Context: an optimization exercise on an open-source flow, tuned for small area. The choices shown serve that exercise and are no tape-out recipe. Function was checked by simulation only, so behaviour that the tests miss may differ from the original. No run shown here takes its clock network from TritonCTS; it comes from the design's own scripts or RTL. The clock port is modelled as an ideal driver, which makes a skipped or thinned clock tree look cheaper than it is; a real chip needs a root buffer or a tree. Power and IR drop assume default switching activity.

<file path="design/flow/config.mk">
export PLATFORM = sky130hd
export DESIGN_NAME = knightrider
export DESIGN_NICKNAME = knightrider
export VERILOG_FILES = /design/flow/design.v
export SDC_FILE = /design/flow/constraint.sdc
export NUM_CORES = 4
export LEC_CHECK = 0
export CAP_MARGIN = 20
export CORE_MARGIN = 2
export CORE_UTILIZATION = 60
export SLEW_MARGIN = 20
</file>
<file path="design/flow/constraint.sdc">
create_clock -name core_clock -period 10.0 [get_ports {clk}]
set_input_delay 2.0000 -clock core_clock [delete_from_list [all_inputs] [get_ports {clk}]]
set_output_delay 2.0000 -clock core_clock [all_outputs]
set_load 0.01 [all_outputs]
</file>
<file path="design/flow/design.v">
`timescale 1ns / 1ps
module pwm( input clk,
            input rst,
            output reg [7:0] hi
    );
    reg [8:0] lo;
    wire lz = ~|lo[7:0];
    wire carry = lo[8] & lz;                   
    wire fb = lo[8] ^ lo[4] ^ lz;
    wire h194 = hi[7] & hi[6] & hi[1] & ~hi[0];
    wire h195 = hi[7] & hi[6] & hi[1] & hi[0];
    always @(posedge clk or posedge rst)
        if (rst) begin
            lo <= 9'd0;
            hi <= 8'd0;
        end else begin
            lo <= {lo[7:0], fb} | ((carry & h194) ? 9'b110110110 : 9'b0);
            if (carry)
                hi <= (hi + 8'd1) & ~(h195 ? 8'b11000100 : 8'b0);
        end
endmodule
`timescale 1ns / 1ps
module knightrider(
    input clk,
    input rst,
    input [1:0] mode,
    output [7:0] led
    );
parameter [20:0] speed=21'd2_097_100;
parameter [14:0] delay1=15'd19_512;
parameter [14:0] delay2=15'd15_512;
parameter [20:0] KRT0 = 21'h001100;
localparam [14:0] DEL0 = 15'h7FFF - delay1;
localparam [14:0] DEL2 = delay2 + DEL0;
reg [20:0] krt_cnt;
reg [14:0] del_cnt;
reg [2:0] pos;
reg direction;
reg [63:0] data;
reg [7:0] slow;
wire kr_tick = ~|krt_cnt[19:0];
wire run = ~kr_tick & ~mode[0];
wire kt = kr_tick & ~mode[0];
wire [15:0] dc;
assign dc[0] = run;
genvar k;
generate for (k = 0; k < 15; k = k + 1) begin : dch
    assign dc[k+1] = dc[k] & del_cnt[k];
end endgenerate
wire dt = mode[1] ? dc[15] : (run & (del_cnt == DEL2));
wire [7:0] phi;
pwm pwm_0 (.clk(clk), .rst(rst), .hi(phi));
always @(posedge clk)
    if (rst | kr_tick)
        krt_cnt <= KRT0;
    else
        krt_cnt <= {krt_cnt[19:0], krt_cnt[20] ^ krt_cnt[18]};
always @(posedge clk)
    if (rst | dt)
        del_cnt <= DEL0;
    else
        del_cnt <= del_cnt ^ dc[14:0];
always @(posedge clk)
    if (rst) begin
        pos <= 3'd0;
        direction <= 1'b1;
    end else if (kt) begin
        pos <= direction ? pos + 3'd1 : pos - 3'd1;
        direction <= direction ? (pos != 3'd6) : (pos == 3'd1);
    end
genvar i;
generate for (i = 0; i < 8; i = i + 1) begin : ch
    wire [7:0] d = data[8*i +: 8];
    wire [8:0] z;
    assign z[0] = 1'b1;
    for (k = 0; k < 8; k = k + 1) begin : zc
        assign z[k+1] = z[k] & ~d[k];
    end
    wire nz = ~z[8];
    wire dec = dt & (d[7] | (nz & (slow[i] | mode[1])));
    wire set = kt & (pos == i);
    always @(posedge clk) begin
        data[8*i +: 8] <= {8{~rst}} & ({8{set}} | (d ^ ({8{dec}} & z[7:0])));
        slow[i] <= ~rst & (slow[i] ^ (dt & nz & ~d[7]));
    end
    wire [8:0] c;
    assign c[0] = 1'b0;
    for (k = 0; k < 8; k = k + 1) begin : cmp
        assign c[k+1] = (d[k] & ~phi[k]) | ((d[k] | ~phi[k]) & c[k]);
    end
    assign led[i] = c[8];
end endgenerate
endmodule
</file>
<file path="design/flow/flow/run.sh">
#!/bin/bash
# The standard layout (standard.sh) with these changes:
#  - synthesis maps with an area-oriented abc script and no adder cells
#  - port buffers are buf_1
#  - the clock tree is rebuilt after CTS as a root buffer and eight leaf
#    buffers, one per cluster of flip-flops (flow/mytree.tcl)
set -euo pipefail
here=$(pwd)
export AREA_ABC_SCRIPT=$here/flow/area.abc
export ADDER_MAP_FILE=
export BUFFER_PORTS_ARGS="-buffer_cell sky130_fd_sc_hd__buf_1"
export CTS_ARGS="-sink_clustering_enable -repair_clock_nets -dont_use_dummy_load -buf_list sky130_fd_sc_hd__clkbuf_8"
export MYTREE_TCL=$here/flow/mytree.tcl
export POST_CTS_TCL=$here/flow/post_cts.tcl
sed "s#SYNTH_SCRIPT=[^ ]*#SYNTH_SCRIPT=$here/flow/synth.tcl#" standard.sh > flow_standard.sh
bash flow_standard.sh > flow.log 2>&1
</file>
<file path="design/flow/flow/area.abc">
strash
&get -n
&st
&dch -f
&nf -a -R 1000
&st
&syn2
&dch -f
&nf -a -R 1000
&st
&dch -f
&nf -a -R 1000
&put
</file>
<file path="design/flow/flow/mytree.tcl">
# Replace the clock tree that CTS built with a two-level tree: one root
# buffer driving one leaf buffer per cluster of flip-flops.
proc mytree_build { nleaf leaf_cell root_cell } {
  set block [ord::get_db_block]
  set db [ord::get_db]
  set leaf_master [$db findMaster $leaf_cell]
  set root_master [$db findMaster $root_cell]
  set clk_port_net [$block findNet clk]
  # flip-flop clock pins
  set sinks {}
  foreach inst [$block getInsts] {
    set m [[$inst getMaster] getName]
    if { [string match "sky130_fd_sc_hd__df*" $m] } {
      set it [$inst findITerm CLK]
      lappend sinks $it
    }
  }
  # remove CTS buffers and their nets
  set old_nets {}
  foreach inst [$block getInsts] {
    set n [$inst getName]
    if { [string match "clkbuf_*" $n] || [string match "clkload*" $n] } {
      foreach it [$inst getITerms] {
        set net [$it getNet]
        if { $net != "NULL" && [$net getName] != "clk" } { lappend old_nets $net }
        $it disconnect
      }
      odb::dbInst_destroy $inst
    }
  }
  foreach it $sinks { $it disconnect }
  foreach net [lsort -unique $old_nets] {
    if { [llength [$net getITerms]] == 0 } { odb::dbNet_destroy $net }
  }
  # k-means on sink locations
  set pts {}
  foreach it $sinks {
    set b [[$it getInst] getBBox]
    lappend pts [list [expr {([$b xMin] + [$b xMax]) / 2}] [expr {([$b yMin] + [$b yMax]) / 2}]]
  }
  set n [llength $pts]
  set sorted [lsort -integer -index 0 $pts]
  set cents {}
  for {set k 0} {$k < $nleaf} {incr k} {
    lappend cents [lindex $sorted [expr {int(($k + 0.5) * $n / $nleaf)}]]
  }
  for {set iter 0} {$iter < 50} {incr iter} {
    set assign {}
    foreach p $pts {
      set best 0; set bd 1e30
      for {set k 0} {$k < $nleaf} {incr k} {
        set c [lindex $cents $k]
        set d [expr {abs([lindex $p 0] - [lindex $c 0]) + abs([lindex $p 1] - [lindex $c 1])}]
        if { $d < $bd } { set bd $d; set best $k }
      }
      lappend assign $best
    }
    set newc {}
    for {set k 0} {$k < $nleaf} {incr k} {
      set sx 0; set sy 0; set cnt 0
      foreach p $pts a $assign { if { $a == $k } { incr cnt; set sx [expr {$sx + [lindex $p 0]}]; set sy [expr {$sy + [lindex $p 1]}] } }
      if { $cnt > 0 } { lappend newc [list [expr {$sx / $cnt}] [expr {$sy / $cnt}]] } else { lappend newc [lindex $cents $k] }
    }
    set cents $newc
  }
  # root buffer at the centroid of the leaves
  set rx 0; set ry 0
  foreach c $cents { set rx [expr {$rx + [lindex $c 0]}]; set ry [expr {$ry + [lindex $c 1]}] }
  set rx [expr {$rx / $nleaf}]; set ry [expr {$ry / $nleaf}]
  set root [odb::dbInst_create $block $root_master clkbuf_root]
  $root setLocation $rx $ry
  $root setPlacementStatus PLACED
  [$root findITerm A] connect $clk_port_net
  set rootnet [odb::dbNet_create $block clknet_root]
  $rootnet setSigType CLOCK
  [$root findITerm X] connect $rootnet
  for {set k 0} {$k < $nleaf} {incr k} {
    set c [lindex $cents $k]
    set leaf [odb::dbInst_create $block $leaf_master clkbuf_leaf_$k]
    $leaf setLocation [lindex $c 0] [lindex $c 1]
    $leaf setPlacementStatus PLACED
    [$leaf findITerm A] connect $rootnet
    set lnet [odb::dbNet_create $block clknet_leaf_$k]
    $lnet setSigType CLOCK
    [$leaf findITerm X] connect $lnet
    set cnt 0
    foreach it $sinks a $assign { if { $a == $k } { $it connect $lnet; incr cnt } }
    puts "mytree: leaf $k at $c drives $cnt flip-flops"
  }
  $clk_port_net setSigType CLOCK
}
</file>
<file path="design/flow/flow/post_cts.tcl">
# Runs at the end of ORFS's CTS step (POST_CTS_TCL): rebuild the clock tree
# as a root buffer driving eight leaf buffers, one per cluster of flip-flops.
source $::env(MYTREE_TCL)
mytree_build 8 sky130_fd_sc_hd__clkbuf_8 sky130_fd_sc_hd__clkbuf_4
detailed_placement
check_placement -verbose
estimate_parasitics -placement
report_clock_skew
</file>
<file path="design/flow/flow/synth.tcl">
# The standard flow's synthesis script (synth_recipe.tcl), with abc's mapping script
# replaced by an area-oriented one (flow/area.abc).
proc synth {args} { yosys synth -nofsm -noshare {*}$args }
proc abc {args} {
  set i [lsearch -exact $args -script]
  if { $i >= 0 } { lset args [expr { $i + 1 }] $::env(AREA_ABC_SCRIPT) }
  yosys abc {*}$args
}
source $::env(SCRIPTS_DIR)/synth.tcl
# left out here: clear keep_hierarchy, flatten, clean up, hide names made inside functions, write 1_2_yosys.v
</file>
<file path="design/flow/standard.sh">
#!/bin/bash
# synth_recipe.tcl (not shown) runs the flow's synth.tcl, then flattens the netlist and writes it again
# the make line also repeats each setting of config.mk as NAME=value (left out here)
make -C /OpenROAD-flow-scripts/flow DESIGN_CONFIG=/design/flow/config.mk WORK_HOME=/design/flow/orfs CLKGATE_MAP_FILE= SYNTH_SCRIPT=/design/flow/synth_recipe.tcl "${@:-finish}"
</file>
==> reports/qor.yml, run 1 <==
core_mm2: 0.00876
finalWirelength_mm: 11.5
first_pass_iters: 5
final_cells: 733
crit_type: "reg -> out"
dp_slack_ps: 4640
layout-drive-gt1-share_pct: 2.24
fin_ws_ps: 4410
tns_ps: 0
die_w_um: 99.1
p_leak_nw: 2.01
crit_fanout: 9
io_pins: 12
ys_seq_area_share_pct: 49.2
dp.cells: 724
gr-total-overflow: 0
n_antenna_cell: 0
wl_per_cell_um: 15.6
hold_viol_final: 0
critPathLaunchType: "flop"
cp_data_required_time_ps: 8000
clk_pin_slew_ps: 80
final_cell_mix: "dfxtp_1, o21ai_0, nand2_1"
tightest_slew_ps: 768
area_delta_synth_final_pct: 6.00
die_h_um: 99.1
netlist_instances: 601
clkLatencyLatePin_ps: 500
grt_pass1_wl_mm: 19.5
grt_usage_pct: 23.7
seqPwrFrac_pct: 67.4
endpoint_kind: "output port"
clockPowerShare_pct: 28.4
dp_hpwl_mm: 7.40
sw_frac_of_total_pct: 22.0
rrSetupSlack_ps: 6070
placed_cell_area_mm2: 0.00563
syn-cell-area_mm2: 0.00543
fin_worst_skew_ps: 39.8
fmax_ghz: 0.179
syn_nets: 605
via_per_inst: 6.16
synth.avg_cell_area_um2: 9.03
route.detailed.drc: 0
drv_slew: 0
power.density_mw_per_mm2: 136
rsz0062_at_grt: "false"
period_share_pct: 55.9
ys.warnings.count: 2
p_int_uw: 610
nets: 631
grt_pass1_vias: 4100
rows: 34
ir_worst_vdd_mv: 0.123
cp.arrival_ps: 3590
final_common_cell: "dfxtp_1"
via_count: 4516
synth_seq_cells: 129
portBuffers: 11
fin_area_mm2: 0.00575
antenna_left: 0
grt_max_degree: 75
max_cap_viol_count: 0
dr.first_iter.drc_count: 224
slew_headroom_pct: 48.6
antenna_found_initial: 0
finalPower_uw: 781
cts_sinks: 129
finalSetupViolations: 0
gp_congestion: 0.812
synth_cell_type_count: 32
holdCritPathClass: "reg -> reg"
combPwrFrac_pct: 4.2
die_area_mm2: 0.00982
status: "timing/DRC/antenna clean"
p_switching_uw: 172
start_util_pct: 61.9
min_period_ps: 5590
final cells by class:
class | instances | area [um2]
tap | 108 | 135
buffer | 9 | 118
fill | 741 | 3010
inverter | 9 | 33.8
timing repair buffer | 15 | 72.6
sequential | 129 | 2670
multi-input combinational | 463 | 2720
stage by stage:
step	util [%]	hold WS [ps]
2_1_floorplan	-	347
3_3_place_gp	64.3	350
3_5_place_dp	64.3	358
5_1_grt	65.6	380
6_report	65.6	372
layer usage:
layer  global-route usage (%)  share of wire, %  up-vias
met1                     33.0                46     2118
li1                         -                 -     2278
met3                     2.95               4.2       17
met5                        0                 0        -
met4                     5.37               1.2        0
met2                     39.8                48      103
registers in the layout (all words and copies together), names as in the netlist:
signal,cells
data,64
del_cnt,15
pwm_0.hi,8
pos,3
slow,8
pwm_0.lo,9
krt_cnt,21
direction,1
final timing paths:
path	startpoint	endpoint	cells past startpoint
worst max-delay path	pwm_0.hi[1]	led[5]	9
worst max register to register	krt_cnt[18]	data[22]	18
min in group asynchronous	rst	pwm_0.hi[4]	4
max in group asynchronous	rst	pwm_0.lo[4]	4
worst min-delay path	pwm_0.lo[2]	pwm_0.lo[3]	0
worst min register to register	pwm_0.lo[2]	pwm_0.lo[3]	0
cells by family after synthesis:
kind of cell	after synthesis	share of synthesized area, %
AND/OR/NAND/NOR	235	22.6
AO/OA/AOI/OAI	177	18.6
flip-flops	129	49.2
adder cells (fa/ha/maj)	36	6.64
XOR/XNOR	15	2.42
buffers and inverters	9	0.623
critical path: stages (launching register included):
cell	delay, ps
dfrtp_1	400
clkinv_1	370
maj3_1	490
maj3_1	360
maj3_1	370
maj3_1	370
maj3_1	370
a21oi_1	150
o2bb2ai_1	110
buf_1	130
Yosys cell counts, drive strengths merged:
library cell	count	area share, %
nor4b	2	0.32
nand4	5	0.58
nor3b	1	0.14
nor4	14	1.6
or4	19	2.6
dfxtp	112	41
and3	3	0.35
a21boi	1	0.14
o2bb2ai	8	1.3
and4	1	0.16
or3	10	1.2
o22ai	10	1.2
a211oi	1	0.14
a21oi	50	4.6
nor2b	13	1.5
xnor2	11	1.8
a21o	4	0.55
and2	20	2.3
a22oi	2	0.28
clkinv	9	0.62
maj3	36	6.6
o21a	3	0.42
nor2	49	3.4
nor3	11	1.0
o21ai	56	5.2
or2	20	2.3
dfrtp	17	7.8
nand3	15	1.4
nand2	51	3.5
or4b	1	0.18
a31oi	42	4.8
xor2	4	0.65
power groups by stage:
stage | combinational (mW) | sequential (mW) | clock (mW)
3_3_place_gp | 0.0324 | 0.537 | 0
3_5_place_dp | 0.0331 | 0.538 | 0
2_1_floorplan | 0.0211 | 0.536 | 0
6_report | 0.0328 | 0.526 | 0.222
5_1_grt | 0.0371 | 0.527 | 0.250
==> inputs of run 2 (changes only) <==
--- a/design/flow/flow/run.sh
+++ b/design/flow/flow/run.sh
@@ -2,8 +2,8 @@
 # The standard layout (standard.sh) with these changes:
 #  - synthesis maps with an area-oriented abc script and no adder cells
 #  - port buffers are buf_1
-#  - the clock tree is rebuilt after CTS as a root buffer and eight leaf
-#    buffers, one per cluster of flip-flops (flow/mytree.tcl)
+#  - the clock tree is rebuilt after CTS as a root inverter and eight leaf
+#    inverters, one per cluster of flip-flops (flow/mytree.tcl)
 set -euo pipefail
 here=$(pwd)
 export AREA_ABC_SCRIPT=$here/flow/area.abc
--- a/design/flow/flow/mytree.tcl
+++ b/design/flow/flow/mytree.tcl
@@ -1,5 +1,12 @@
 # Replace the clock tree that CTS built with a two-level tree: one root
-# buffer driving one leaf buffer per cluster of flip-flops.
+# cell driving one leaf cell per cluster of flip-flops (k-means on their
+# locations). With inverters for both levels the clock keeps its polarity.
+proc mytree_out { inst } {
+  foreach it [$inst getITerms] {
+    if { [$it isOutputSignal] } { return $it }
+  }
+  error "mytree: no output on [$inst getName]"
+}
 proc mytree_build { nleaf leaf_cell root_cell } {
   set block [ord::get_db_block]
   set db [ord::get_db]
@@ -73,7 +80,7 @@
   [$root findITerm A] connect $clk_port_net
   set rootnet [odb::dbNet_create $block clknet_root]
   $rootnet setSigType CLOCK
-  [$root findITerm X] connect $rootnet
+  [mytree_out $root] connect $rootnet
   for {set k 0} {$k < $nleaf} {incr k} {
     set c [lindex $cents $k]
     set leaf [odb::dbInst_create $block $leaf_master clkbuf_leaf_$k]
@@ -82,7 +89,7 @@
     [$leaf findITerm A] connect $rootnet
     set lnet [odb::dbNet_create $block clknet_leaf_$k]
     $lnet setSigType CLOCK
-    [$leaf findITerm X] connect $lnet
+    [mytree_out $leaf] connect $lnet
     set cnt 0
     foreach it $sinks a $assign { if { $a == $k } { $it connect $lnet; incr cnt } }
     puts "mytree: leaf $k at $c drives $cnt flip-flops"
==> design/flow/flow/post_cts.tcl (replaced) <==
# Runs at the end of ORFS's CTS step (POST_CTS_TCL): rebuild the clock tree
# as a root inverter driving eight leaf inverters, one per cluster of
# flip-flops; the two inversions cancel.
source $::env(MYTREE_TCL)
mytree_build 8 sky130_fd_sc_hd__inv_8 sky130_fd_sc_hd__inv_6
detailed_placement
check_placement -verbose
estimate_parasitics -placement
report_clock_skew
==> reports/qor.yml, run 2 <==
status: "timing/DRC/antenna clean"
final_cell_mix: "dfxtp_1, o21ai_0, nand2_1"
slowest_delay_ps: 490  # about the same
crit_family: "adder cells"
yosysMostFrequentCell: "dfxtp_1"
dp_hpwl_mm: 7.40  # unchanged
period_share_pct: 53.4  # -2.5 points
die_area_mm2: 0.00982  # unchanged
finalWirelength_mm: 11.4  # -0.16%
crit_top_cell: "maj3_1"
rsz0062_at_grt: "false"
tns_ps: 0  # unchanged
ir_worst_vdd_mv: 0.105  # -15%
synth.avg_cell_area_um2: 9.03  # unchanged
die_w_um: 99.1  # unchanged
grt_max_degree: 75  # unchanged
finalSetupViolations: 0  # unchanged
core_mm2: 0.00876  # unchanged
portBuffers: 11  # unchanged
final_common_cell: "dfxtp_1"
syn_nets: 605  # unchanged
route.detailed.drc: 0  # unchanged
area_delta_synth_final_pct: 5.65
clk_pin_slew_ps: 70  # about the same
antenna_found_initial: 0  # unchanged
power.density_mw_per_mm2: 134  # -1.1%
cp.depth: 9  # unchanged
synth_top_area_share_pct: 41.3  # unchanged
hold_depth: 0  # unchanged
rows: 34  # unchanged
start_util_pct: 61.9  # unchanged
ys_top_cells_by_count: "dfxtp_1, o21ai_0, nand2_1, a21oi_1, nor2_1"
fmax_ghz: 0.187  # +4.6%
die_h_um: 99.1  # unchanged
fin_hold_ws_ps: 371  # -0.825 ps
dp_slack_ps: 4640  # unchanged
via_per_inst: 6.15  # -0.22%
tightest_slew_ps: 782  # +13.8 ps
fin_worst_skew_ps: 34.2  # -5.56 ps
synth_seq_cells: 129  # unchanged
grt_pass1_vias: 4100  # unchanged
ys_seq_area_share_pct: 49.2  # unchanged
wl_per_cell_um: 15.6  # -0.16%
yosys-top-cells-area: "dfxtp_1, dfrtp_1, maj3_1"
max_cap_viol_count: 0  # unchanged
synth_cell_type_count: 32  # unchanged
async_flop_share_pct: 13.2  # unchanged
endpoint_kind: "output port"
holdCritPathClass: "reg -> reg"
via_count: 4506  # -0.22%
slew_headroom_pct: 47.9  # -0.73 points
antenna_left: 0  # unchanged
synth_top_area_cell: "dfxtp_1"
nets: 631  # unchanged
yosys_most_used_dff: "dfxtp_1"
crit_fanout: 9  # unchanged
cts_sinks: 129  # unchanged
critPathLaunchType: "flop"
drv_slew: 0  # unchanged
dr.first_iter.drc_count: 238  # +6.3%
gp_congestion: 0.812  # unchanged
grt_usage_pct: 23.6  # -0.12 points
first_pass_iters: 4  # -1
cp.arrival_ps: 3340  # -250 ps
fin_ws_ps: 4660  # +246 ps
synth_edf_count: 0  # unchanged
io_pins: 12  # unchanged
min_period_ps: 5340  # -246 ps
cp_data_required_time_ps: 8000  # about the same
ys.warnings.count: 2  # unchanged
regMostFlops: "data"
crit_slowest_cell: "maj3_1"
reg_top3: "data (64), krt_cnt (21), del_cnt (15)"
gr-total-overflow: 0  # unchanged
grt_pass1_wl_mm: 19.4  # -0.49%
crit_type: "reg -> out"
crit_buf_inv: 2  # unchanged
netlist_instances: 601  # unchanged
syn-cell-area_mm2: 0.00543  # unchanged
hold_viol_final: 0  # unchanged
clkLatencyLatePin_ps: 250  # -250 ps
layout-drive-gt1-share_pct: 2.24  # unchanged
reg2reg_depth: 19  # +1
critical_path.cell_chain: "clkinv_1, maj3_1, maj3_1, maj3_1, maj3_1, maj3_1, a21oi_1, o2bb2ai_1, buf_1"
p_leak_nw: 2.01  # -0.46%
n_antenna_cell: 0  # unchanged
largest_register_ffs: 64  # unchanged
-- run 2: cell count changes in the layout (fill, tap and decap cells not counted), sizes merged --
cell	previous run	this run
inv	0	9
clkbuf	10	1
-- run 2: worst paths after layout --
kind	startpoint	slack [ps]	end
max	pwm_0.hi[1]	4660	led[5]
min	pwm_0.lo[2]	370	pwm_0.lo[3]
min reg2reg	pwm_0.lo[2]	370	pwm_0.lo[3]
max in group asynchronous	rst	7520	pwm_0.lo[4]
min in group asynchronous	rst	2220	pwm_0.hi[4]
max reg2reg	krt_cnt[15]	6080	data[46]
-- run 2: power by group --
part | switching [mW] | internal [mW]
Clock | 0.181 | 0.0304
Sequential | 0.00515 | 0.521
Combinational | 0.0204 | 0.0126
-- run 2: cell families after synthesis --
| family | Yosys count | share of synthesized area [%] |
|---|---|---|
| buffers and inverters | 9 | 0.623 |
| AO/OA/AOI/OAI | 177 | 18.6 |
| adder cells (fa/ha/maj) | 36 | 6.64 |
| flip-flops | 129 | 49.2 |
| AND/OR/NAND/NOR | 235 | 22.6 |
| XOR/XNOR | 15 | 2.42 |
-- run 2: per-stage QoR --
step,area (um2),total power [mW],utilization (%),instances
after global routing,5730,0.804,65.4,733
after global placement,5630,0.570,64.3,724
final,5730,0.771,65.4,733
after floorplan,5430,0.558,-,601
after detailed placement,5630,0.571,64.3,724
-- run 2: final cells by class --
cell class              instances  area (um2)
multi-input cells             463        2720
inverters                      18         133
fillers                       738        3030
well taps                     108         135
repair buffers                 15        72.6
flip-flops and latches        129        2670
-- run 2: worst register-to-register path, delay by kind of cell (launching register included) --
family / cells / cell delay (ps)
buffers and inverters: 3 / 490
AOI/OAI and AO/OA: 3 / 350
DFF: 1 / 340
and+or+nand+nor: 13 / 2590
-- run 2: metal layers --
layer,up-vias,track usage [%],share of wire [%]
li1,2283,-,-
met1,2112,33.1,47
met2,97,39.6,48
met3,14,2.81,3.8
met4,0,5.06,1.3
met5,-,0,0
==> inputs of run 3 (changes only) <==
==> design/flow/config.mk (replaced) <==
export PLATFORM = sky130hd
export DESIGN_NAME = knightrider
export DESIGN_NICKNAME = knightrider
export VERILOG_FILES = /design/flow/design.v
export SDC_FILE = /design/flow/constraint.sdc
export NUM_CORES = 4
export LEC_CHECK = 0
export CAP_MARGIN = 10
export CORE_MARGIN = 2
export CORE_UTILIZATION = 75
export SLEW_MARGIN = 10
==> reports/qor.yml, run 3 <==
hold_viol_final: 0  # unchanged
ys.warnings.count: 2  # unchanged
synth_top_area_cell: "dfxtp_1"
clk_pin_slew_ps: 100  # +30 ps
synth_seq_cells: 129  # unchanged
drv_slew: 0  # unchanged
max_cap_viol_count: 0  # unchanged
synth_edf_count: 0  # unchanged
crit_fanout: 9  # unchanged
yosys-top-cells-area: "dfxtp_1, dfrtp_1, maj3_1"
route.detailed.drc: 0  # unchanged
grt_usage_pct: 29.5  # +5.9 points
ir_worst_vdd_mv: 0.125  # +20%
reg_top3: "data (64), krt_cnt (21), del_cnt (15)"
fin_worst_skew_ps: 24.7  # -9.57 ps
via_count: 4615  # +2.4%
min_period_ps: 5390  # +42.5 ps
crit_buf_inv: 2  # unchanged
wl_per_cell_um: 16.2  # +4.0%
cp_data_required_time_ps: 8000  # about the same
start_util_pct: 76.0  # +14 points
regMostFlops: "data"
rows: 31  # -8.8%
crit_type: "reg -> out"
first_pass_iters: 5  # +1
synth_cell_type_count: 32  # unchanged
crit_slowest_cell: "maj3_1"
synth_top_area_share_pct: 41.3  # unchanged
cts_sinks: 129  # unchanged
largest_register_ffs: 64  # unchanged
io_pins: 12  # unchanged
crit_path_start: "pwm_0.hi[1]"
antenna_found_initial: 0  # unchanged
synth.avg_cell_area_um2: 9.03  # unchanged
nets: 630  # -0.16%
tightest_slew_ps: 895  # +113 ps
finalSetupViolations: 0  # unchanged
finalWirelength_mm: 11.7  # +2.6%
ys_top_cells_by_count: "dfxtp_1, o21ai_0, nand2_1, a21oi_1, nor2_1"
ys_seq_area_share_pct: 49.2  # unchanged
endpoint_kind: "output port"
holdCritPathClass: "reg -> reg"
dp_slack_ps: 4590  # -42.3 ps
critPathLaunchType: "flop"
syn_nets: 605  # unchanged
critical_path.cell_chain: "clkinv_1, maj3_1, maj3_1, maj3_1, maj3_1, maj3_1, a21oi_1, o2bb2ai_1, buf_1"
netlist_instances: 601  # unchanged
slowest_delay_ps: 500  # about the same
grt_max_degree: 75  # unchanged
syn-cell-area_mm2: 0.00543  # unchanged
slew_headroom_pct: 40.0  # -7.9 points
gp_congestion: 0.814  # +0.30%
crit_top_cell: "maj3_1"
final_common_cell: "dfxtp_1"
reg2reg_from: "krt_cnt[18]"
portBuffers: 11  # unchanged
period_share_pct: 53.9  # +0.43 points
grt_pass1_wl_mm: 18.7  # -3.3%
die_h_um: 89.1  # -10%
grt_pass1_vias: 4202  # +2.5%
tns_ps: 0  # unchanged
n_antenna_cell: 0  # unchanged
yosysMostFrequentCell: "dfxtp_1"
die_w_um: 89.1  # -10%
die_area_mm2: 0.00793  # -19%
antenna_left: 0  # unchanged
p_leak_nw: 2.00  # -0.24%
core_mm2: 0.00714  # -19%
cp.arrival_ps: 3390  # +50 ps
min_from: "pwm_0.lo[2]"
dr.first_iter.drc_count: 206  # -13%
area_delta_synth_final_pct: 5.30
async_flop_share_pct: 13.2  # unchanged
fin_ws_ps: 4610  # -42.5 ps
yosys_most_used_dff: "dfxtp_1"
final_cell_mix: "dfxtp_1, o21ai_0, nand2_1"
gr-total-overflow: 0  # unchanged
fmax_ghz: 0.186  # -0.79%
power.density_mw_per_mm2: 135  # +0.62%
rsz0062_at_grt: "false"
dp_hpwl_mm: 7.69  # +3.9%
crit_family: "adder cells"
status: "timing/DRC/antenna clean"
clkLatencyLatePin_ps: 250  # about the same
rrSetupSlack_ps: 5950  # -130 ps
via_per_inst: 6.38  # +3.8%
layout-drive-gt1-share_pct: 2.08  # -0.16 points
-- run 3: cell counts after synthesis --
No cell type changed its count.
-- run 3: per-stage QoR --
step / hold slack (ps) / instances / instance area (um2) / utilization, % / power (mW)
2_1_floorplan: 347 / 601 / 5430 / - / 0.558
5_1_grt: 401 / 723 / 5710 / 80.0 / 0.798
6_report: 389 / 723 / 5710 / 80.0 / 0.773
3_5_place_dp: 362 / 714 / 5610 / 78.7 / 0.570
3_3_place_gp: 357 / 714 / 5610 / 78.7 / 0.569
-- run 3: cells by family after synthesis --
| kind of cell | after synthesis | share of synthesized area [%] |
|---|---|---|
| simple gates | 235 | 22.6 |
| buf+inv | 9 | 0.623 |
| compound gates | 177 | 18.6 |
| fa+ha+maj | 36 | 6.64 |
| xor+xnor | 15 | 2.42 |
| flops | 129 | 49.2 |
-- run 3: routing by layer --
layer | GRT usage [%] | wire, um | share of wire [%]
met1 | 37.2 | 5170 | 44
met2 | 52.0 | 5720 | 49
met5 | 0 | 0 | 0
met4 | 10.3 | 309 | 2.6
met3 | 4.06 | 545 | 4.6
-- run 3: worst paths after layout --
check                         endpoint  depth (start not counted)
hold reg to reg            pwm_0.lo[3]                          0
hold / removal             pwm_0.lo[3]                          0
setup / recovery                led[1]                          9
max in group asynchronous  pwm_0.lo[4]                          3
min in group asynchronous  pwm_0.lo[6]                          3
setup reg to reg              data[22]                         18
-- run 3: worst register-to-register path: cells and delay by family, from the launching register on --
family	cells	cell delay (ps)
compound gates	3	340
buf+inv	3	500
simple gates	12	2680
flops	1	380
-- run 3: area by class of cell --
class	count	area [um2]
multi-input cells	463	2720
flip-flops and latches	129	2670
fillers	503	1420
inverters	18	133
well taps	99	124
repair buffers	14	65.1
-- run 3: power by group --
part	total, mW	switching [mW]	internal (mW)
Clock	0.214	0.183	0.0304
Sequential	0.527	0.00526	0.521
Combinational	0.0325	0.0202	0.0123
==> inputs of run 4 (changes only) <==
--- a/design/flow/flow/run.sh
+++ b/design/flow/flow/run.sh
@@ -2,7 +2,7 @@
 # The standard layout (standard.sh) with these changes:
 #  - synthesis maps with an area-oriented abc script and no adder cells
 #  - port buffers are buf_1
-#  - the clock tree is rebuilt after CTS as a root inverter and eight leaf
+#  - the clock tree is rebuilt after CTS as a root inverter and seven leaf
 #    inverters, one per cluster of flip-flops (flow/mytree.tcl)
 set -euo pipefail
 here=$(pwd)
==> design/flow/flow/post_cts.tcl (replaced) <==
# Runs at the end of ORFS's CTS step (POST_CTS_TCL): rebuild the clock tree
# as a root inverter driving seven leaf inverters, one per cluster of
# flip-flops; the two inversions cancel.
source $::env(MYTREE_TCL)
mytree_build 7 sky130_fd_sc_hd__inv_8 sky130_fd_sc_hd__inv_6
detailed_placement
check_placement -verbose
estimate_parasitics -placement
report_clock_skew
==> reports/qor.yml, run 4 <==
status: "timing/DRC/antenna clean"
first_pass_iters: 5  # unchanged
cts_sinks: 129  # unchanged
slew_headroom_pct: 39.2  # -0.78 points
min_period_ps: 5370  # -16.9 ps
clk_pin_slew_ps: 100  # about the same
period_share_pct: 53.7  # -0.17 points
rows: 31  # unchanged
crit_top_cell: "maj3_1"
reg2reg_depth: 18  # unchanged
die_h_um: 89.1  # unchanged
grt_max_degree: 75  # unchanged
ys_top_cells_by_count: "dfxtp_1, o21ai_0, nand2_1, a21oi_1, nor2_1"
synth_top_area_cell: "dfxtp_1"
yosys_most_used_dff: "dfxtp_1"
route.detailed.drc: 0  # unchanged
finalWirelength_mm: 11.7  # -0.78%
final_cell_mix: "dfxtp_1, o21ai_0, nand2_1"
start_util_pct: 76.0  # unchanged
fillers: 505  # +0.40%
wl_per_cell_um: 16.1  # -0.64%
gp_congestion: 0.814  # unchanged
grt_usage_pct: 29.4  # -0.097 points
async_flop_share_pct: 13.2  # unchanged
antenna_found_initial: 0  # unchanged
syn_nets: 605  # unchanged
nets: 629  # -0.16%
critPathLaunchType: "flop"
fmax_ghz: 0.186  # +0.31%
final_common_cell: "dfxtp_1"
synth_edf_count: 0  # unchanged
grt_pass1_vias: 4189  # -0.31%
finalSetupViolations: 0  # unchanged
synth.avg_cell_area_um2: 9.03  # unchanged
regMostFlops: "data"
io_pins: 12  # unchanged
synth_seq_cells: 129  # unchanged
crit_fanout: 9  # unchanged
hold_depth: 0  # unchanged
yosys-top-cells-area: "dfxtp_1, dfrtp_1, maj3_1"
hold_viol_final: 0  # unchanged
layout-drive-gt1-share_pct: 1.93  # -0.16 points
critical_path.cell_chain: "clkinv_1, maj3_1, maj3_1, maj3_1, maj3_1, maj3_1, a21oi_1, o2bb2ai_1, buf_1"
ys.warnings.count: 2  # unchanged
tightest_slew_ps: 906  # +11.6 ps
crit_slowest_cell: "maj3_1"
portBuffers: 11  # unchanged
via_count: 4570  # -0.98%
synth_top_area_share_pct: 41.3  # unchanged
synth_cell_type_count: 32  # unchanged
syn-cell-area_mm2: 0.00543  # unchanged
netlist_instances: 601  # unchanged
slowest_delay_ps: 490  # about the same
core_mm2: 0.00714  # unchanged
fin_worst_skew_ps: 17.0  # -7.66 ps
crit_type: "reg -> out"
ys_seq_area_share_pct: 49.2  # unchanged
yosysMostFrequentCell: "dfxtp_1"
cp_data_required_time_ps: 8000  # about the same
die_area_mm2: 0.00793  # unchanged
largest_register_ffs: 64  # unchanged
grt_pass1_wl_mm: 18.7  # -0.33%
via_per_inst: 6.33  # -0.84%
cp.arrival_ps: 3370  # -20 ps
dr.first_iter.drc_count: 284  # +38%
area_delta_synth_final_pct: 5.10
reg_top3: "data (64), krt_cnt (21), del_cnt (15)"
dp_hpwl_mm: 7.69  # unchanged
n_antenna_cell: 0  # unchanged
rsz0062_at_grt: "false"
gr-total-overflow: 0  # unchanged
ir_worst_vdd_mv: 0.148  # +18%
p_leak_nw: 1.99  # -0.30%
finalPower_uw: 764  # -1.1%
endpoint_kind: "output port"
antenna_left: 0  # unchanged
holdCritPathClass: "reg -> reg"
power.density_mw_per_mm2: 134  # -0.88%
drv_slew: 0  # unchanged
clkLatencyLatePin_ps: 240  # about the same
die_w_um: 89.1  # unchanged
max_cap_viol_count: 0  # unchanged
tns_ps: 0  # unchanged
==> run 4: cell counts after synthesis <==
Identical to the previous run, type by type.
==> run 4: cells by family after synthesis <==
| group | synth area share, % |
|---|---|
| flops | 49.2 |
| fa+ha+maj | 6.64 |
| xor+xnor | 2.42 |
| compound gates | 18.6 |
| simple gates | 22.6 |
| buf+inv | 0.623 |
==> run 4: worst max-delay path, delay by kind of cell (launching register included) <==
kind | cells | cell delay (ps)
compound gates | 2 | 270
fa+ha+maj | 5 | 1940
buf+inv | 2 | 510
flops | 1 | 400
==> run 4: where the power goes <==
group	total, mW	leakage, nW	internal (mW)	switching [mW]
registers	0.527	1.12	0.521	0.00530
clock network	0.205	0.0469	0.0270	0.178
logic	0.0325	0.827	0.0123	0.0202
==> run 4: path summary, 6_finish.rpt <==
kind	from	end	slack (ps)
max in group asynchronous	rst	pwm_0.hi[2]	7290
worst min register to register	pwm_0.lo[2]	pwm_0.lo[3]	390
min in group asynchronous	rst	pwm_0.hi[1]	2300
worst min-delay path	pwm_0.lo[2]	pwm_0.lo[3]	390
worst max-delay path	pwm_0.hi[1]	led[1]	4630
worst max register to register	krt_cnt[18]	data[22]	5930
==> run 4: through the flow <==
stage / hold WS, ps / area (um2) / instances / utilization, % / setup slack [ps]
6_report: 391 / 5700 / 722 / 79.9 / 4630
5_1_grt: 403 / 5700 / 722 / 79.9 / 4490
3_5_place_dp: 362 / 5610 / 714 / 78.7 / 4590
3_3_place_gp: 357 / 5610 / 714 / 78.7 / 4790
2_1_floorplan: 347 / 5430 / 601 / - / 4800
==> run 4: final cells by class <==
cell class / instances / area, um2 / area share, %
multi-input combinational: 463 / 2720 / 47.8
sequential: 129 / 2670 / 46.8
tap: 99 / 124 / 2.17
inverter: 17 / 121 / 2.13
timing repair buffer: 14 / 65.1 / 1.14
==> run 4: routing by layer <==
layer | vias up | part of all wire [%] | GRT usage [%]
li1 | 2290 | - | -
met1 | 2136 | 44 | 37.1
met2 | 119 | 49 | 52.2
met3 | 25 | 4.2 | 3.97
met4 | 0 | 2.2 | 9.50
met5 | - | 0 | 0
==> inputs of run 5 (changes only) <==
--- a/design/flow/config.mk
+++ b/design/flow/config.mk
@@ -7,5 +7,5 @@
 export LEC_CHECK = 0
 export CAP_MARGIN = 10
 export CORE_MARGIN = 2
-export CORE_UTILIZATION = 75
+export CORE_UTILIZATION = 85
 export SLEW_MARGIN = 10
==> reports/qor.yml, run 5 <==
placed_cell_area_mm2: 0.00558  # -0.62%
die_h_um: 83.9  # -5.8%
async_flop_share_pct: 13.2  # unchanged
hold_depth: 0  # unchanged
die_w_um: 83.9  # -5.8%
synth.avg_cell_area_um2: 9.03  # unchanged
crit_type: "in -> reg"
synth_top_area_share_pct: 41.3  # unchanged
fillers: 255  # -50%
tightest_slew_ps: 947  # +40.4 ps
syn_nets: 605  # unchanged
max_cap_viol_count: 0  # unchanged
reg_top3: "data (64), krt_cnt (21), del_cnt (15)"
clk_pin_slew_ps: 100  # about the same
grt_usage_pct: 41.4  # +12 points
sw_frac_of_total_pct: 26.9  # +0.28 points
fin_area_mm2: 0.00567  # -0.61%
wl_per_cell_um: 20.4  # +27%
yosysMostFrequentCell: "dfxtp_1"
core_mm2: 0.00628  # -12%
rrSetupSlack_ps: 5500  # -430 ps
regMostFlops: "data"
finalSetupViolations: 0  # unchanged
clockPowerShare_pct: 26.9  # about the same
combPwrFrac_pct: 4.4  # about the same
reg2reg_depth: 17  # -1
slew_headroom_pct: 36.3  # -2.9 points
yosys_most_used_dff: "dfxtp_1"
area_delta_synth_final_pct: 4.45
period_share_pct: 55.5  # +1.8 points
rows: 29  # -6.5%
syn-cell-area_mm2: 0.00543  # unchanged
grt_pass1_wl_mm: 23.5  # +26%
final_common_cell: "dfxtp_1"
first_pass_iters: 6  # +1
p_leak_nw: 1.99  # -0.27%
largest_register_ffs: 64  # unchanged
via_count: 5064  # +11%
hold_viol_final: 0  # unchanged
nets: 628  # -0.16%
crit_fanout: 17  # +8
synth_edf_count: 0  # unchanged
status: "timing/DRC/antenna clean"
synth_cell_type_count: 32  # unchanged
dp_hpwl_mm: 8.13  # +5.7%
clkLatencyLatePin_ps: 240  # about the same
portBuffers: 11  # unchanged
finalWirelength_mm: 14.3  # +23%
reg2reg_from: "krt_cnt[17]"
holdCritPathClass: "reg -> reg"
ys.warnings.count: 2  # unchanged
grt_pass1_vias: 4901  # +17%
ys_top_cells_by_count: "dfxtp_1, o21ai_0, nand2_1, a21oi_1, nor2_1"
io_pins: 12  # unchanged
n_antenna_cell: 0  # unchanged
yosys-top-cells-area: "dfxtp_1, dfrtp_1, maj3_1"
fmax_ghz: 0.180  # -3.2%
drv_slew: 0  # unchanged
power.density_mw_per_mm2: 135  # +0.95%
layout-drive-gt1-share_pct: 1.77  # -0.16 points
p_int_uw: 560  # about the same
synth_top_area_cell: "dfxtp_1"
dr.first_iter.drc_count: 644  # +130%
reg2reg_to: "data[13]"
min_period_ps: 5550  # +178 ps
start_util_pct: 86.4  # +10 points
final_cell_mix: "dfxtp_1, o21ai_0, nand2_1"
die_area_mm2: 0.00704  # -11%
antenna_left: 0  # unchanged
critPathLaunchType: "input port"
ir_worst_vdd_mv: 0.137  # -7.6%
endpoint_kind: "flop"
ys_seq_area_share_pct: 49.2  # unchanged
synth_seq_cells: 129  # unchanged
tns_ps: 0  # unchanged
route.detailed.drc: 0  # unchanged
cp.arrival_ps: 5710  # +2340 ps
seqPwrFrac_pct: 68.7  # -0.2 points
hold-path-endpoint: "pwm_0.lo[6]"
fin_worst_skew_ps: 11.1  # -5.89 ps
rsz0062_at_grt: "false"
gp_congestion: 0.893  # +9.7%
grt_max_degree: 75  # unchanged
p_switching_uw: 207  # +1.4%
netlist_instances: 601  # unchanged
cp_data_required_time_ps: 10160  # +2160 ps
gr-total-overflow: 0  # unchanged
antenna_found_initial: 0  # unchanged
min_from: "pwm_0.lo[5]"
cts_sinks: 129  # unchanged
via_per_inst: 7.24  # +14%
run 5: area by class of cell:
| class | count | area [um2] | area share [%] |
|---|---|---|---|
| timing repair buffer | 13 | 57.6 | 1.02 |
| sequential | 129 | 2670 | 47.1 |
| tap | 77 | 96.3 | 1.70 |
| multi-input combinational | 463 | 2720 | 48.1 |
| inverter | 17 | 121 | 2.14 |
run 5: worst max-delay path by stage:
stage / from / to / cells past startpoint / slack (ps)
floorplan: mode[0] / data[54] / 14 / 4800
global placement: mode[0] / data[22] / 16 / 4820
detailed placement: mode[0] / data[22] / 16 / 4630
global route: mode[0] / data[13] / 16 / 4320
finish: mode[0] / data[13] / 16 / 4450
run 5: stage by stage:
step	worst slack [ps]	instances	power, mW	util (%)	hold WS, ps
after detailed placement	4630	691	0.570	88.9	371
after floorplan	4800	601	0.558	-	347
final	4450	699	0.767	90.3	392
after global placement	4820	691	0.568	88.9	356
after global routing	4320	699	0.785	90.3	403
run 5: power by group through the flow:
stage	Clock (mW)	Combinational [mW]	Sequential, mW
2_1_floorplan	0	0.0211	0.536
3_3_place_gp	0	0.0307	0.537
3_5_place_dp	0	0.0317	0.538
5_1_grt	0.220	0.0364	0.528
6_report	0.206	0.0336	0.527
run 5: logic make-up (layout without fill, tap and decap cells):
| family | after synthesis | in the layout | synth area share (%) |
|---|---|---|---|
| xor+xnor | 15 | 15 | 2.42 |
| flops | 129 | 129 | 49.2 |
| compound gates | 177 | 177 | 18.6 |
| fa+ha+maj | 36 | 36 | 6.64 |
| simple gates | 235 | 235 | 22.6 |
| buf+inv | 9 | 30 | 0.623 |
run 5: critical path, cell delays in order:
cell	delay, ps
buf_1	100
nor2_1	280
and3_1	420
nand4_1	180
clkinv_1	140
nand2_1	100
nor2_1	280
nand4_1	180
o21ai_1	140
buf_4	260
o21ai_0	200
or4_1	560
or3_1	440
o21ai_0	200
a21oi_1	90
nor2_1	130
run 5: metal layers:
metal,up-vias,global-route usage [%],routed length [um]
li1,2270,-,-
met1,2320,50.9,5240
met2,373,70.8,6910
met3,101,5.93,1340
met4,0,21.4,789
met5,-,0,0
==> inputs of run 6 (changes only) <==
--- a/design/flow/design.v
+++ b/design/flow/design.v
@@ -34,8 +34,8 @@
 localparam [14:0] DEL2 = delay2 + DEL0;
 reg [20:0] krt_cnt;
 reg [14:0] del_cnt;
-reg [2:0] pos;
-reg direction;
+reg [2:0] pos;        
+reg direction;        
 reg [63:0] data;
 reg [7:0] slow;
 wire kr_tick = ~|krt_cnt[19:0];
--- a/design/flow/config.mk
+++ b/design/flow/config.mk
@@ -5,7 +5,8 @@
 export SDC_FILE = /design/flow/constraint.sdc
 export NUM_CORES = 4
 export LEC_CHECK = 0
-export CAP_MARGIN = 10
+export CAP_MARGIN = 0
 export CORE_MARGIN = 2
 export CORE_UTILIZATION = 85
-export SLEW_MARGIN = 10
+export GPL_TIMING_DRIVEN = 0
+export SLEW_MARGIN = 0
==> reports/qor.yml, run 6 <==
status: "timing/DRC/antenna clean"
finalWirelength_mm: 15.1  # +5.9%
reg_top3: "data (64), krt_cnt (21), del_cnt (15)"
synth.avg_cell_area_um2: 9.03  # unchanged
tightest_slew_ps: 1020  # +70.2 ps
clk_pin_slew_ps: 110  # about the same
yosys_most_used_dff: "dfxtp_1"
ir_worst_vdd_mv: 0.153  # +12%
placed_cell_area_mm2: 0.00560  # +0.29%
hold_viol_final: 0  # unchanged
die_area_mm2: 0.00704  # unchanged
synth_edf_count: 0  # unchanged
drv_slew: 0  # unchanged
power.density_mw_per_mm2: 137  # +0.97%
syn-cell-area_mm2: 0.00543  # unchanged
dr.first_iter.drc_count: 584  # -9.3%
crit_buf_inv: 2  # -1
largest_register_ffs: 64  # unchanged
slew_headroom_pct: 31.6  # -4.7 points
netlist_instances: 601  # unchanged
clkLatencyLatePin_ps: 250  # about the same
syn_nets: 605  # unchanged
route.detailed.drc: 0  # unchanged
period_share_pct: 56.9  # +1.5 points
first_pass_iters: 6  # unchanged
crit_type: "in -> reg"
endpoint_kind: "flop"
final_common_cell: "dfxtp_1"
holdCritPathClass: "reg -> reg"
gp_congestion: 0.843  # -5.5%
yosys-top-cells-area: "dfxtp_1, dfrtp_1, maj3_1"
die_w_um: 83.9  # unchanged
ys_seq_area_share_pct: 49.2  # unchanged
grt_pass1_wl_mm: 24.3  # +3.3%
crit_top_cell: "nor2_1"
fmax_ghz: 0.176  # -2.6%
crit_slowest_cell: "or4_1"
yosysMostFrequentCell: "dfxtp_1"
min_period_ps: 5690  # +148 ps
p_leak_nw: 1.99  # +0.25%
tns_ps: 0  # unchanged
via_per_inst: 7.40  # +2.2%
fin_worst_skew_ps: 20.2  # +9.09 ps
start_util_pct: 86.4  # unchanged
via_count: 5173  # +2.2%
layout-drive-gt1-share_pct: 1.77  # unchanged
crit_fanout: 10  # -7
die_h_um: 83.9  # unchanged
regMostFlops: "data"
finalSetupViolations: 0  # unchanged
area_delta_synth_final_pct: 4.75
core_mm2: 0.00628  # unchanged
wl_per_cell_um: 21.6  # +5.9%
synth_cell_type_count: 32  # unchanged
dp_slack_ps: 4360  # -274 ps
slowest_delay_ps: 590  # +30 ps
n_antenna_cell: 0  # unchanged
fin_area_mm2: 0.00568  # +0.29%
cp.arrival_ps: 5880  # +170 ps
grt_max_degree: 39  # -48%
max_cap_viol_count: 0  # unchanged
grt_usage_pct: 42.8  # +1.4 points
critical_path.cell_chain: "buf_1, nor2_1, and3_1, nand4_1, clkinv_1, nand2_1, nor2_1, nand4_1, o21ai_1, o21ai_0, or4_1, or3_1, o21ai_0, a21oi_1, nor2_1"
final_cell_mix: "dfxtp_1, o21ai_0, nand2_1"
synth_top_area_share_pct: 41.3  # unchanged
cts_sinks: 129  # unchanged
async_flop_share_pct: 13.2  # unchanged
fin_ws_ps: 4310  # -148 ps
synth_seq_cells: 129  # unchanged
dp_hpwl_mm: 8.90  # +9.4%
antenna_left: 0  # unchanged
crit_family: "simple AND/OR/NAND/NOR gates"
io_pins: 12  # unchanged
rows: 29  # unchanged
ys_top_cells_by_count: "dfxtp_1, o21ai_0, nand2_1, a21oi_1, nor2_1"
antenna_found_initial: 0  # unchanged
portBuffers: 11  # unchanged
critPathLaunchType: "input port"
cp_data_required_time_ps: 10190  # +30 ps
gr-total-overflow: 0  # unchanged
grt_pass1_vias: 5100  # +4.1%
ys.warnings.count: 2  # unchanged
rsz0062_at_grt: "false"
synth_top_area_cell: "dfxtp_1"
nets: 628  # unchanged
run 6: final timing paths:
| kind | from | to | slack, ps | depth (start not counted) |
|---|---|---|---|---|
| worst max-delay path | mode[0] | data[13] | 4310 | 15 |
| worst min-delay path | pwm_0.lo[5] | pwm_0.lo[6] | 410 | 0 |
| worst max register to register | krt_cnt[17] | data[13] | 5390 | 16 |
| worst min register to register | pwm_0.lo[5] | pwm_0.lo[6] | 410 | 0 |
| max in group asynchronous | rst | pwm_0.lo[0] | 7330 | 2 |
| min in group asynchronous | rst | pwm_0.hi[6] | 2210 | 2 |
run 6: cell type report:
type | instances | area [um2]
multi-input cells | 463 | 2720
fillers | 241 | 594
inverters | 17 | 121
well taps | 77 | 96.3
flip-flops and latches | 129 | 2670
repair buffers | 13 | 73.8
run 6: layer usage:
metal	vias to the layer above	routed length, um	global-route usage (%)
met5	-	0	0
met4	0	1060	25.7
met3	113	1430	8.01
met2	396	7210	74.1
met1	2396	5420	49.1
li1	2268	-	-
run 6: through the flow:
| step | power [mW] | utilization [%] | hold slack [ps] | cells |
|---|---|---|---|---|
| floorplan | 0.558 | - | 347 | 601 |
| finish | 0.777 | 90.5 | 414 | 699 |
| global placement | 0.568 | 88.6 | 354 | 689 |
| detailed placement | 0.571 | 89.1 | 399 | 691 |
| global route | 0.789 | 90.5 | 414 | 699 |
run 6: report_power, final:
part	switching, mW	internal [mW]	total [mW]	leakage [nW]
clock	0.187	0.0271	0.214	0.0469
sequential	0.00591	0.521	0.527	1.12
combinational	0.0229	0.0126	0.0355	0.827
total	0.216	0.561	0.777	1.99
run 6: logic make-up after synthesis:
group | synth area share (%)
AOI/OAI and AO/OA | 18.6
xor gates and xnor gates | 2.42
adders and majority gates | 6.64
buffers and inverters | 0.623
DFF | 49.2
and+or+nand+nor | 22.6
==> inputs of run 7 (changes only) <==
==> design/flow/flow/area.abc (replaced) <==
strash
&get -n
&st
&dch -f
&nf -a -R 1000 -p
&st
&syn2
&dch -f
&nf -a -R 1000 -p
&st
&dch -f
&nf -a -R 1000 -p
&put
==> design/flow/config.mk (replaced) <==
export PLATFORM = sky130hd
export DESIGN_NAME = knightrider
export DESIGN_NICKNAME = knightrider
export VERILOG_FILES = /design/flow/design.v
export SDC_FILE = /design/flow/constraint.sdc
export NUM_CORES = 4
export LEC_CHECK = 0
export CAP_MARGIN = 10
export CORE_MARGIN = 2
export CORE_UTILIZATION = 85
export SLEW_MARGIN = 10
==> reports/qor.yml, run 7 <==
fin_hold_ws_ps: 406  # -7.57 ps
die_w_um: 83.9  # about the same
crit_type: "reg -> out"
antenna_found_initial: 0  # unchanged
crit_family: "adder cells"
tightest_slew_ps: 961  # -55.6 ps
yosysMostFrequentCell: "dfxtp_1"
via_count: 4990  # -3.5%
layout-drive-gt1-share_pct: 1.77  # +0.0057 points
gr-total-overflow: 0  # unchanged
die_area_mm2: 0.00703  # about the same
via_per_inst: 7.16  # -3.3%
ys_top_cells_by_count: "dfxtp_1, o21ai_0, a21oi_1, nand2_1, nor2_1"
slowest_delay_ps: 510  # -80 ps
clkLatencyLatePin_ps: 250  # about the same
synth.avg_cell_area_um2: 9.05  # +0.26%
crit_top_cell: "maj3_1"
gp_congestion: 0.873  # +3.6%
async_flop_share_pct: 13.2  # unchanged
finalWirelength_mm: 14.1  # -6.5%
max_cap_viol_count: 0  # unchanged
die_h_um: 83.9  # about the same
finalSetupViolations: 0  # unchanged
yosys-top-cells-area: "dfxtp_1, dfrtp_1, maj3_1"
synth_top_area_share_pct: 41.4  # about the same
post-route-util_pct: 90.7  # +0.21 points
final_cells: 697  # -0.29%
final_common_cell: "dfxtp_1"
first_pass_iters: 6  # unchanged
cts_sinks: 129  # unchanged
synth_seq_cells: 129  # unchanged
grt_max_degree: 73  # +87%
dp_hpwl_mm: 8.27  # -7.1%
antenna_left: 0  # unchanged
cp.arrival_ps: 3490  # -2390 ps
p_leak_nw: 1.99  # -0.19%
nets: 626  # -0.32%
dp.cells: 689  # -0.29%
holdCritPathClass: "reg -> reg"
synth_cell_type_count: 32  # unchanged
grt_pass1_wl_mm: 23.4  # -3.7%
dp_slack_ps: 4430  # +74.3 ps
placed_cell_area_mm2: 0.00558  # -0.36%
drv_slew: 0  # unchanged
ys.warnings.count: 2  # unchanged
rows: 29  # unchanged
regMostFlops: "data"
fin_area_mm2: 0.00566  # -0.35%
largest_register_ffs: 64  # unchanged
fin_worst_skew_ps: 26.0  # +5.74 ps
dr.first_iter.drc_count: 619  # +6.0%
hold_depth: 0  # unchanged
period_share_pct: 54.9  # -2.1 points
tns_ps: 0  # unchanged
crit_fanout: 10  # unchanged
ir_worst_vdd_mv: 0.131  # -14%
grt_pass1_vias: 4885  # -4.2%
status: "timing/DRC/antenna clean"
n_antenna_cell: 0  # unchanged
fin_ws_ps: 4510  # +209 ps
power.density_mw_per_mm2: 136  # -0.68%
route.detailed.drc: 0  # unchanged
clk_pin_slew_ps: 110  # about the same
crit_buf_inv: 2  # unchanged
syn_nets: 603  # -0.33%
finalPower_uw: 769  # -1.0%
core_mm2: 0.00624  # -0.58%
endpoint_kind: "output port"
portBuffers: 11  # unchanged
fmax_ghz: 0.182  # +3.8%
crit_slowest_cell: "maj3_1"
synth_edf_count: 0  # unchanged
syn-cell-area_mm2: 0.00542  # about the same
hold_viol_final: 0  # unchanged
ys_seq_area_share_pct: 49.2  # about the same
area_delta_synth_final_pct: 4.45
wl_per_cell_um: 20.3  # -6.3%
critical_path.cell_chain: "clkinv_1, maj3_1, maj3_1, maj3_1, maj3_1, maj3_1, a21oi_1, o2bb2ai_1, buf_1"
yosys_most_used_dff: "dfxtp_1"
io_pins: 12  # unchanged
netlist_instances: 599  # -0.33%
rsz0062_at_grt: "false"
reg_top3: "data (64), krt_cnt (21), del_cnt (15)"
critPathLaunchType: "flop"
cp.depth: 9  # -6
slew_headroom_pct: 35.5  # +3.9 points
synth_top_area_cell: "dfxtp_1"
min_period_ps: 5490  # -209 ps
cp_data_required_time_ps: 8000  # -2190 ps
reg2reg_depth: 17  # +1
start_util_pct: 86.9  # +0.44 points
grt_usage_pct: 40.9  # -2.0 points
final_cell_mix: "dfxtp_1, o21ai_0, a21oi_1"
run 7: cell count changes in the layout (fill, tap and decap cells not counted), moves of 3 or more:
cell / before / now
and2_0: 20 / 2
nor2_1: 49 / 44
a21oi_1: 50 / 53
nor2b_1: 13 / 33
run 7: worst reg2reg max path: cells and delay by family, from the launching register on:
| kind | cells | cell delay [ps] |
|---|---|---|
| AOI/OAI and AO/OA | 4 | 690 |
| buffers and inverters | 2 | 380 |
| DFF | 1 | 390 |
| and+or+nand+nor | 11 | 2670 |
run 7: area by class of cell:
type / count / area, um2
Fill cell: 259 / 578
Sequential cell: 129 / 2670
Multi-Input combinational cell: 461 / 2720
Tap cell: 77 / 96.3
Inverter: 17 / 121
Timing Repair Buffer: 13 / 57.6
run 7: cell families (layout without fill, tap and decap cells):
logic type / Yosys count / after routing / synth area share [%]
AOI/OAI and AO/OA: 176 / 176 / 18.4
DFF: 129 / 129 / 49.2
adders and majority gates: 36 / 36 / 6.65
and+or+nand+nor: 232 / 232 / 22.4
buffers and inverters: 9 / 30 / 0.623
xor gates and xnor gates: 17 / 17 / 2.75
run 7: worst paths after layout:
| check | slack [ps] | startpoint | endpoint |
|---|---|---|---|
| max | 4510 | pwm_0.hi[1] | led[1] |
| min | 410 | pwm_0.lo[2] | pwm_0.lo[3] |
| max reg2reg | 5730 | krt_cnt[13] | data[14] |
| min reg2reg | 410 | pwm_0.lo[2] | pwm_0.lo[3] |
| max in group asynchronous | 7250 | rst | pwm_0.hi[6] |
| min in group asynchronous | 2310 | rst | pwm_0.lo[2] |
run 7: routing by layer:
metal	vias to the layer above	track usage (%)	routed length, um
met5	-	0	0
met4	0	16.4	605
met3	75	5.44	1220
met2	326	70.2	6910
met1	2342	52.5	5390
li1	2247	-	-
run 7: where the power goes:
part / internal, mW / switching (mW)
Sequential: 0.521 / 0.00597
Clock: 0.0270 / 0.180
Combinational: 0.0124 / 0.0220
Total: 0.561 / 0.208
==> inputs of run 8 (changes only) <==
==> design/flow/flow/area.abc (replaced) <==
strash
&get -n
&st
&dch -f
&nf -a -R 1000
&st
&syn2
&dch -f
&nf -a -R 1000
&st
&dch -f
&nf -a -R 1000
&put
==> reports/qor.yml, run 8 <==
critPathLaunchType: "input port"
die_w_um: 83.9  # about the same
synth_edf_count: 0  # unchanged
synthMuxAreaShare_pct: 0  # unchanged
endpoint_kind: "flop"
antenna_found_initial: 0  # unchanged
crit_top_cell: "nor2_1"
holdCritPathClass: "reg -> reg"
core_mm2: 0.00628  # +0.58%
power.density_mw_per_mm2: 135  # -0.29%
seqPwrFrac_pct: 68.7  # about the same
synth_compound_area_share_pct: 18.6  # +0.17 points
fin_hold_ws_ps: 392  # -14.0 ps
slowest_delay_ps: 560  # +50 ps
fmax_ghz: 0.180  # -1.1%
tns_ps: 0  # unchanged
period_share_pct: 55.5  # +0.61 points
final_common_cell: "dfxtp_1"
grt_max_degree: 75  # +2.7%
synthSimpleGateAreaFrac_pct: 22.6  # +0.19 points
clockPowerShare_pct: 26.9  # about the same
synth_seq_cells: 129  # unchanged
cp.arrival_ps: 5710  # +2220 ps
clkLatencyLatePin_ps: 240  # about the same
final_cell_mix: "dfxtp_1, o21ai_0, nand2_1"
via_count: 5064  # +1.5%
fin_worst_skew_ps: 11.1  # -14.8 ps
sw_frac_of_total_pct: 26.9  # -0.099 points
crit_slowest_cell: "or4_1"
regMostFlops: "data"
reg_top3: "data (64), krt_cnt (21), del_cnt (15)"
finalWirelength_mm: 14.3  # +1.1%
max_cap_viol_count: 0  # unchanged
combPwrFrac_pct: 4.4  # about the same
grt_usage_pct: 41.4  # +0.53 points
drv_slew: 0  # unchanged
die_h_um: 83.9  # about the same
crit_type: "in -> reg"
rows: 29  # unchanged
n_antenna_cell: 0  # unchanged
multi_input_area_mm2: 0.00272  # +0.14%
syn-cell-area_mm2: 0.00543  # about the same
finalSetupViolations: 0  # unchanged
async_flop_share_pct: 13.2  # unchanged
critical_path.cell_chain: "buf_1, nor2_1, and3_1, nand4_1, clkinv_1, nand2_1, nor2_1, nand4_1, o21ai_1, buf_4, o21ai_0, or4_1, or3_1, o21ai_0, a21oi_1, nor2_1"
gp_congestion: 0.893  # +2.2%
ir_worst_vdd_mv: 0.137  # +4.4%
status: "timing/DRC/antenna clean"
nets: 628  # +0.32%
p_switching_uw: 207  # -0.58%
synth_top_area_share_pct: 41.3  # about the same
layout-drive-gt1-share_pct: 1.77  # -0.0057 points
netlist_instances: 601  # +0.33%
placed_cell_area_mm2: 0.00558  # about the same
dp_hpwl_mm: 8.13  # -1.6%
die_area_mm2: 0.00704  # about the same
synth_top_area_cell: "dfxtp_1"
dr.first_iter.drc_count: 644  # +4.0%
slew_headroom_pct: 36.3  # +0.79 points
synth.avg_cell_area_um2: 9.03  # -0.26%
fin_area_mm2: 0.00567  # about the same
cp_data_required_time_ps: 10160  # +2160 ps
clk_pin_slew_ps: 100  # about the same
area_delta_synth_final_pct: 4.45  # about the same
ys_top_cells_by_count: "dfxtp_1, o21ai_0, nand2_1, a21oi_1, nor2_1"
register_area_mm2: 0.00267  # unchanged
yosysMostFrequentCell: "dfxtp_1"
yosys-top-cells-area: "dfxtp_1, dfrtp_1, maj3_1"
grt_pass1_vias: 4901  # +0.33%
portBuffers: 11  # unchanged
syn_nets: 605  # +0.33%
synthAdderAreaFrac_pct: 6.64  # about the same
ys.warnings.count: 2  # unchanged
route.detailed.drc: 0  # unchanged
largest_register_ffs: 64  # unchanged
grt_pass1_wl_mm: 23.5  # +0.53%
start_util_pct: 86.4  # -0.44 points
via_per_inst: 7.24  # +1.2%
hold_viol_final: 0  # unchanged
cts_sinks: 129  # unchanged
wl_per_cell_um: 20.4  # +0.78%
p_int_uw: 560  # about the same
first_pass_iters: 6  # unchanged
min_period_ps: 5550  # +60.7 ps
antenna_left: 0  # unchanged
post-route-util_pct: 90.3  # -0.46 points
synth_xor_area_share_pct: 2.42  # -0.32 points
io_pins: 12  # unchanged
gr-total-overflow: 0  # unchanged
tightest_slew_ps: 947  # -14.6 ps
synth_cell_type_count: 32  # unchanged
ys_seq_area_share_pct: 49.2  # about the same
p_leak_nw: 1.99  # about the same
synth_top_family_by_area: "simple AND/OR/NAND/NOR gates"
rsz0062_at_grt: "false"
fillers: 255  # -1.5%
crit_fanout: 17  # +7
yosys_most_used_dff: "dfxtp_1"
run 8: power by group through the flow:
stage               sequential, mW  clock, mW  combinational, mW
floorplan                    0.536          0             0.0211
global placement             0.537          0             0.0307
detailed placement           0.538          0             0.0317
global route                 0.528      0.220             0.0364
finish                       0.527      0.206             0.0336
run 8: final timing paths:
kind / startpoint / endpoint / slack (ps) / cells after the start
worst min register to register: pwm_0.lo[5] / pwm_0.lo[6] / 390 / 0
worst min-delay path: pwm_0.lo[5] / pwm_0.lo[6] / 390 / 0
worst max-delay path: mode[0] / data[13] / 4450 / 16
max in group asynchronous: rst / pwm_0.lo[6] / 7270 / 3
min in group asynchronous: rst / pwm_0.hi[1] / 2310 / 3
worst max register to register: krt_cnt[17] / data[13] / 5500 / 17
run 8: kinds of logic (layout without fill, tap and decap cells):
kind of cell | count (synthesis) | count (layout)
adders and majority gates | 36 | 36
buffers and inverters | 9 | 30
DFF | 129 | 129
and+or+nand+nor | 235 | 235
xor gates and xnor gates | 15 | 15
AOI/OAI and AO/OA | 177 | 177
run 8: critical path: cells and delay by family:
kind                   cells  cell delay (ps)
AO/OA/AOI/OAI              4              630
buffers and inverters      3              500
AND/OR/NAND/NOR            9             2570
run 8: cell type report:
| cell class | instances | area share [%] |
|---|---|---|
| inverters | 17 | 2.14 |
| multi-input cells | 463 | 48.1 |
| flip-flops and latches | 129 | 47.1 |
| well taps | 77 | 1.70 |
| repair buffers | 13 | 1.02 |
run 8: layer usage:
| layer | track usage [%] | part of all wire [%] | vias to the layer above |
|---|---|---|---|
| li1 | - | - | 2270 |
| met2 | 70.8 | 48 | 373 |
| met5 | 0 | 0 | - |
| met3 | 5.93 | 9.4 | 101 |
| met1 | 50.9 | 37 | 2320 |
| met4 | 21.4 | 5.5 | 0 |
run 8: through the flow:
step / std cells / power [mW] / worst slack [ps]
after floorplan: 601 / 0.558 / 4800
after global placement: 691 / 0.568 / 4820
after detailed placement: 691 / 0.570 / 4630
after global routing: 699 / 0.785 / 4320
final: 699 / 0.767 / 4450

-- port drivers added, routing unchanged --
How much do the figures lean on ideal ports? The routed layouts below were timed once more, with nothing changed but the port constraints.
Step 1 sets driving cells, clkbuf_16 on the clock port and buf_2 on the other inputs (assumed; they add their load-dependent delay and slew).
Step 2 times the ports against the registers' clock, not the clock port: input delays grow and output delays shrink by t, the midpoint of the rising clock arrivals with the driver on.
Three values: ideal ports, drivers, drivers and shift; two values: the first two.
run	t, ns	setup slack, ns	worst hold slack (ns)	cell pins on the clock port's net
run 1	0.504	4.411 / 4.384 / 4.632	0.372 / 0.372 / 0.372	1
run 2	0.277	4.657 / 4.613 / 4.636	0.371 / 0.371 / 0.371	1
run 3	0.282	4.615 / 4.568 / 4.550	0.389 / 0.389 / 0.389	1
run 4	0.277	4.632 / 4.586 / 4.530	0.391 / 0.391 / 0.391	1
run 5	0.277	4.454 / 4.419 / 4.205	0.392 / 0.392 / 0.392	1
run 6	0.285	4.305 / 4.329 / 4.044	0.414 / 0.414 / 0.414	1
run 7	0.278	4.514 / 4.468 / 4.314	0.406 / 0.406 / 0.406	1
run 8	0.277	4.454 / 4.419 / 4.205	0.392 / 0.392 / 0.392	1
After both steps setup and hold are still met in every run listed. The setup slack of run 6, which loses most, moves by +0.024 ns with the drivers and by -0.261 ns with both steps.
